Context: an optimization exercise on an open-source flow, tuned for small area, a short achievable clock period and few clock cycles per item. The choices shown serve that exercise and are no tape-out recipe. Where RTL was checked, it was by simulation tests only, not by an equivalence proof against the original. No activity file was given, so power comes from the tool's default toggle rates.

orange:
==> flow/design.v (excerpt) <==
module SequentialMultiplier128Bit(
    input [127:0] a,
    input [127:0] b,
    input reset_n,
    input clk,
    output [255:0] p,
    output done
    );
Size: about 430 flip-flops, ~45000 µm² of cells after synthesis.
clock: 5.5 ns
lec_check: 0
abc_area: 1
cap_margin: 20
core_margin: 2
core_utilization: 50
setup_slack_margin: 2.7
slew_margin: 20
tns_end_percent: 15
standard.sh (not shown) runs the stock make flow with config.mk's settings and CLKGATE_MAP_FILE= SYNTH_SCRIPT=/design/flow/synth_recipe.tcl, a recipe that flattens the netlist after the stock synthesis.
==> flow/flow/run.sh <==
#!/bin/bash
# Own layout flow: the standard ORFS flow (standard.sh, unchanged synthesis) with two
# layout settings changed:
#  - the port buffers that buffer_ports inserts are sky130_fd_sc_hd__buf_1 instead of the
#    delay-type buffer it picks by default (every input and output port still gets a buffer);
#  - MATCH_CELL_FOOTPRINT=0, so the timing repair may resize a cell to one of another width.
# Each tool's full output goes to standard.log here and to ORFS's own logs under orfs/logs.
set -euo pipefail
export BUFFER_PORTS_ARGS="-buffer_cell sky130_fd_sc_hd__buf_1"
bash standard.sh MATCH_CELL_FOOTPRINT=0 "BUFFER_PORTS_ARGS=-buffer_cell sky130_fd_sc_hd__buf_1" finish > standard.log 2>&1
test -s out/final.def
Per the final summary, orange finished and its layout is clean on timing, DRC and antenna.
Testbench counts of orange, summed over its fixed seeds: cycles 6,912, items 384.
#### Input delta (red over orange)
- setting CTS_BUF_LIST to sky130_fd_sc_hd__clkbuf_8 for the first time
- changing TNS_END_PERCENT from 15 to 5
==> results.txt <==
- Compared with orange, in red number of buffers created by CTS +about 60%; setup slack went down 0.070 ns; combinational power share now sits higher; number of buffer and inverter instances along the worst setup path has increased.
- Measured against each other, orange and red differ in proportion of power drawn by the clock network, the lower figure coming from red.
- Row all-layer global routing usage: red higher / orange lower
- Taking orange as the reference point, the length in cells of the worst reg-to-reg path of red falls by 1.

---

Another version of the RTL of SequentialMultiplier128Bit (not shown whole).
For scale: roughly 4500 cells after synthesis, roughly 420 flip-flops, about 45000 µm² of cells after synthesis.
Settings: LEC_CHECK=0, ABC_CLOCK_PERIOD_IN_PS=2200, CAP_MARGIN=20, CORE_MARGIN=2, CORE_UTILIZATION=55, SETUP_SLACK_MARGIN=3.3, SLEW_MARGIN=20; clock period 5.5 ns.
run.sh (not shown) runs the stock make flow with config.mk's settings and CLKGATE_MAP_FILE= SYNTH_SCRIPT=/design/flow/synth_recipe.tcl, a recipe that flattens the netlist after the stock synthesis.
Stock flow here: none of the scripts above is used.
The first run went through all stages and came out clean.
Next try:
- ABC_CLOCK_PERIOD_IN_PS: 2200 -> 2700
- CORE_UTILIZATION: 55 -> 40
- SETUP_SLACK_MARGIN: 3.3 -> 2.8
Die area grows by 37%.
Cell area went down by 4.1%.
Clock power fell by 6.2%.
Routed wire length falls by 4.1%.
Core utilization goes down by 24 points.
Via count shrinks by 6.1%.
Count of clock-buffer cells in the layout fell by 4.
Combinational power went down by about 5%.
Sequential cell count is unchanged.
Sequential power rises by about 1%.
No run of this note included a check of the RTL's function; only the layout flow was run.

---

## before
Another version of the RTL of SequentialMultiplier128Bit (not shown whole).
For scale: roughly 6600 cells after synthesis, roughly 440 flip-flops, about 520 I/O pins.
==> flow/config.mk <==
export PLATFORM = sky130hd
export DESIGN_NAME = SequentialMultiplier128Bit
export DESIGN_NICKNAME = SequentialMultiplier128Bit
export VERILOG_FILES = /design/flow/design.v
export SDC_FILE = /design/flow/constraint.sdc
export NUM_CORES = 4
export LEC_CHECK = 0
export ABC_AREA = 1
export CAP_MARGIN = 20
export CORE_MARGIN = 2
export CORE_UTILIZATION = 50
export SETUP_SLACK_MARGIN = 2.7
export SLEW_MARGIN = 20
export TNS_END_PERCENT = 5
==> flow/constraint.sdc <==
create_clock -name core_clock -period 5.5 [get_ports {clk}]
set_input_delay 1.1000 -clock core_clock [delete_from_list [all_inputs] [get_ports {clk}]]
set_output_delay 1.1000 -clock core_clock [all_outputs]
set_load 0.01 [all_outputs]
standard.sh (not shown) runs the stock make flow with config.mk's settings and CLKGATE_MAP_FILE= SYNTH_SCRIPT=/design/flow/synth_recipe.tcl, a recipe that flattens the netlist after the stock synthesis.
==> flow/flow/run.sh <==
#!/bin/bash
# Own layout flow: the standard ORFS flow (standard.sh, unchanged synthesis) with two
# layout settings changed:
#  - the port buffers that buffer_ports inserts are sky130_fd_sc_hd__buf_2 instead of the
#    delay-type buffer it picks by default (every input and output port still gets a buffer);
#  - MATCH_CELL_FOOTPRINT=0, so the timing repair may resize a cell to one of another width.
# Each tool's full output goes to standard.log here and to ORFS's own logs under orfs/logs.
set -euo pipefail
export BUFFER_PORTS_ARGS="-buffer_cell sky130_fd_sc_hd__buf_2"
bash standard.sh MATCH_CELL_FOOTPRINT=0 "BUFFER_PORTS_ARGS=-buffer_cell sky130_fd_sc_hd__buf_2" finish > standard.log 2>&1
test -s out/final.def
Changes in after relative to before:
Settings: swapping 2.7 for 3.2 in SETUP_SLACK_MARGIN.
Notes after the runs:
- Proportion of cell area occupied by registers (after over before): decrease, 0.79 points
- Re number of buffers added by the clock tree synthesis step: no difference whatsoever between after and before.
- The power share of the sequential group in after was lower than what before gave.
- Between before and after, the power drawn by the clock network figures differ only marginally.
- Compound-gate portion of the synthesized area: before vs after identical
- before and after ended up with roughly the same clock insertion delay at the later pin of the skew report.
- Total power of after is higher than that of before.
- before ended up with fewer cell instances than after did.
- For the area growth from synthesis to final layout, after came in 6.4 points higher than before did.
- The higher smallest hold slack of before and after is in before.
No functional check of the RTL was part of any run of this note.

---

Another version of the RTL of SequentialMultiplier128Bit (not shown whole).
Size: about 6000 cells after synthesis, ~440 flip-flops, about 520 I/O pins, about 0.045 mm² of cells after synthesis.
Design SequentialMultiplier128Bit, start of the top module:
module SequentialMultiplier128Bit(
    input [127:0] a,
    input [127:0] b,
    input reset_n,
    input clk,
    output [255:0] p,
    output done
    );
export LEC_CHECK = 0
export ABC_AREA = 1
export CAP_MARGIN = 20
export CORE_MARGIN = 2
export CORE_UTILIZATION = 50
export SETUP_SLACK_MARGIN = 3.2
export SLEW_MARGIN = 20
export TNS_END_PERCENT = 5
create_clock -name core_clock -period 5.5 [get_ports {clk}]
Scripts as last shown in full above: flow/flow/run.sh
The starting point went through all stages and came out clean.
Testbench counts at the start, summed over its fixed seeds: cycles 6,912, items 384.
Edit:
--- a/flow/config.mk
+++ b/flow/config.mk
@@ -10,4 +10,5 @@
 export CORE_MARGIN = 2
-export CORE_UTILIZATION = 50
-export SETUP_SLACK_MARGIN = 3.2
+export CORE_UTILIZATION = 65
+export PLACE_DENSITY = 0.7
+export SETUP_SLACK_MARGIN = 2.7
 export SLEW_MARGIN = 20
The changed run ran to the end with no violations.
Count of clock-buffer cells in the layout fell by 4.
Routed wire length came out lower by 10%.
Hold slack gains 0.067 ns.
Edit:
--- a/flow/config.mk
+++ b/flow/config.mk
@@ -10,4 +10,3 @@
 export CORE_MARGIN = 2
-export CORE_UTILIZATION = 65
-export PLACE_DENSITY = 0.7
+export CORE_UTILIZATION = 50
 export SETUP_SLACK_MARGIN = 2.7
What happened:
- setup slack is better by 0.040 ns
- clock-buffer cell count rose by 2
- wire length is higher by 6.6%
- die area rises by about 30%
- sequential share of layout area drops by 0.32 points
Edit:
==> flow/flow/run.sh (replaced) <==
#!/bin/bash
# Own layout flow: the standard ORFS flow (standard.sh, unchanged synthesis) with two
# layout settings changed:
#  - the port buffers that buffer_ports inserts are sky130_fd_sc_hd__buf_1 instead of the
#    delay-type buffer it picks by default (every input and output port still gets a buffer);
#  - MATCH_CELL_FOOTPRINT=0, so the timing repair may resize a cell to one of another width.
# Each tool's full output goes to standard.log here and to ORFS's own logs under orfs/logs.
set -euo pipefail
export BUFFER_PORTS_ARGS="-buffer_cell sky130_fd_sc_hd__buf_1"
bash standard.sh MATCH_CELL_FOOTPRINT=0 "BUFFER_PORTS_ARGS=-buffer_cell sky130_fd_sc_hd__buf_1" finish > standard.log 2>&1
test -s out/final.def
Effect: The changed run completed with no timing, DRC or antenna violations. Count of clock-buffer cells in the layout stays the same. Via count goes up by 1.3%. Core utilization rises by 0.22 points. Sequential share of layout area stays flat. Synthesized cell count stays the same. Global-route usage went up by 0.47 points.

---

Setup of build 41:
SequentialMultiplier128Bit with an RTL version that a note above also has.
Size: roughly 430 flip-flops.
clock: 5.5 ns
lec_check: 0
abc_area: 1
cap_margin: 20
core_margin: 2
core_utilization: 50
gpl_timing_driven: 0
setup_slack_margin: 2.7
slew_margin: 20
tns_end_percent: 5
==> flow/flow/run.sh <==
#!/bin/bash
# Own layout flow: the standard ORFS flow (standard.sh, unchanged synthesis) with two
# layout settings changed:
#  - the port buffers that buffer_ports inserts are sky130_fd_sc_hd__buf_1 instead of the
#    delay-type buffer it picks by default (every input and output port still gets a buffer);
#  - MATCH_CELL_FOOTPRINT=0, so the timing repair may resize a cell to one of another width.
# Each tool's full output goes to standard.log here and to ORFS's own logs under orfs/logs.
set -euo pipefail
export BUFFER_PORTS_ARGS="-buffer_cell sky130_fd_sc_hd__buf_1"
bash standard.sh MATCH_CELL_FOOTPRINT=0 "BUFFER_PORTS_ARGS=-buffer_cell sky130_fd_sc_hd__buf_1" finish > standard.log 2>&1
test -s out/final.def
Testbench counts of build 41, summed over its fixed seeds: cycles 6,912, items 384.
### build 41 -> build 69
Settings: GPL_TIMING_DRIVEN removed (was 0); SETUP_SLACK_MARGIN changed from 2.7 to 2.5.
[summary]
Build 69 finished end to end and its layout was clean on timing, DRC and antenna.
Non-clock buffer count (higher): build 41
Re global-route usage: build 69 is 3.6 points down on build 41.
On leakage power, the lower figure sits with build 69, not build 41.
Between build 41 and build 69, the share of total power in the clock network is higher for build 69.
Overall power sits lower in build 69 than in build 41.
Going from build 41 to build 69, relative slew slack went up; via count of the first global-routing pass went down.
Inputs modified between build 69 and build 52:
Settings: changing CORE_UTILIZATION from 50 to 65; setting PLACE_DENSITY to 0.7 for the first time; changing SETUP_SLACK_MARGIN from 2.5 to 2.7.
Any difference in worst hold slack between build 52 and build 69 is small enough to ignore. In summary, build 52 completed successfully, with a layout that passed the timing, design-rule and antenna checks. Taking build 69 as the reference point, the worst slew slack as a fraction of its limit of build 52 falls by 7.9 points. Build 52 reports its critical path startpoint as nz while build 69 reports b[125]. [build 52] count of non-filler cells in the finished layout fell about 2.5% relative to build 69. In build 52 the maximum clock frequency turned out 0.74% lower than in build 69.
[inputs] build 12 vs build 52
Settings: changing CORE_UTILIZATION from 65 to 50; removing PLACE_DENSITY (formerly 0.7); setting GPL_ROUTABILITY_DRIVEN to 0 for the first time.
[summary]
On build 12: vertical die dimension is 37 um higher than what build 52 gave. On switching power, build 12 and build 52 are basically level. Delta(critical path arrival, build 12 - build 52) < 0. Changes observed in build 12 relative to build 52: clock power moved up, routed wire length +about 5%, number of setup buffers added after CTS shows an increase of 3.7%, proportion of cell area occupied by registers moved down.

-- static timing again, ports no longer ideal --
In the flow no input, the clock included, has a driving cell. The finished layouts below were timed again as built, in two steps. Step 1: set_driving_cell puts a clkbuf_16 on clk and a buf_2 on each other input, an assumption about the parent block. Step 2, shift: input delay + t, output delay - t, t = (earliest + latest rising clock arrival at the registers) / 2. This alone moves slack from input paths to output paths. a / b / c = ideal ports / drivers / drivers and shift; a / b = the first two.
run | t, ns | setup WS [ns] | worst setup path after step 2 | worst slew at a driven data input, ns
orange | 0.720 | 2.717 / 2.722 / 2.036 | input to register | 0.17
red | 0.837 | 2.647 / 2.647 / 1.926 | input to register | 0.17
the first run of note 2 | 0.711 | 1.607 / 1.607 / 1.607 | register to register | 0.21
the second run of note 2 | 0.737 | 1.695 / 1.695 / 1.695 | register to register | 0.20
before | 0.778 | 2.588 / 2.640 / 1.863 | input to register | 0.14
after | 0.778 | 2.601 / 2.645 / 1.867 | input to register | 0.15
the first run of note 4 | 0.740 | 2.579 / 2.579 / 1.985 | input to register | 0.13
the second run of note 4 | 0.707 | 2.550 / 2.550 / 1.979 | input to register | 0.12
the third run of note 4 | 0.732 | 2.590 / 2.624 / 1.906 | input to register | 0.12
the fourth run of note 4 | 0.751 | 2.628 / 2.628 / 1.960 | input to register | 0.15
build 41 | 0.756 | 2.612 / 2.651 / 1.912 | input to register | 0.13
build 69 | 0.728 | 2.524 / 2.544 / 1.818 | input to register | 0.16
build 52 | 0.707 | 2.502 / 2.502 / 1.903 | input to register | 0.15
build 12 | 0.728 | 2.651 / 2.651 / 1.953 | input to register | 0.13
After both steps every run listed still meets setup and hold. The setup slack of after, which loses most, moves by +0.044 ns with the drivers and by -0.734 ns with both steps.
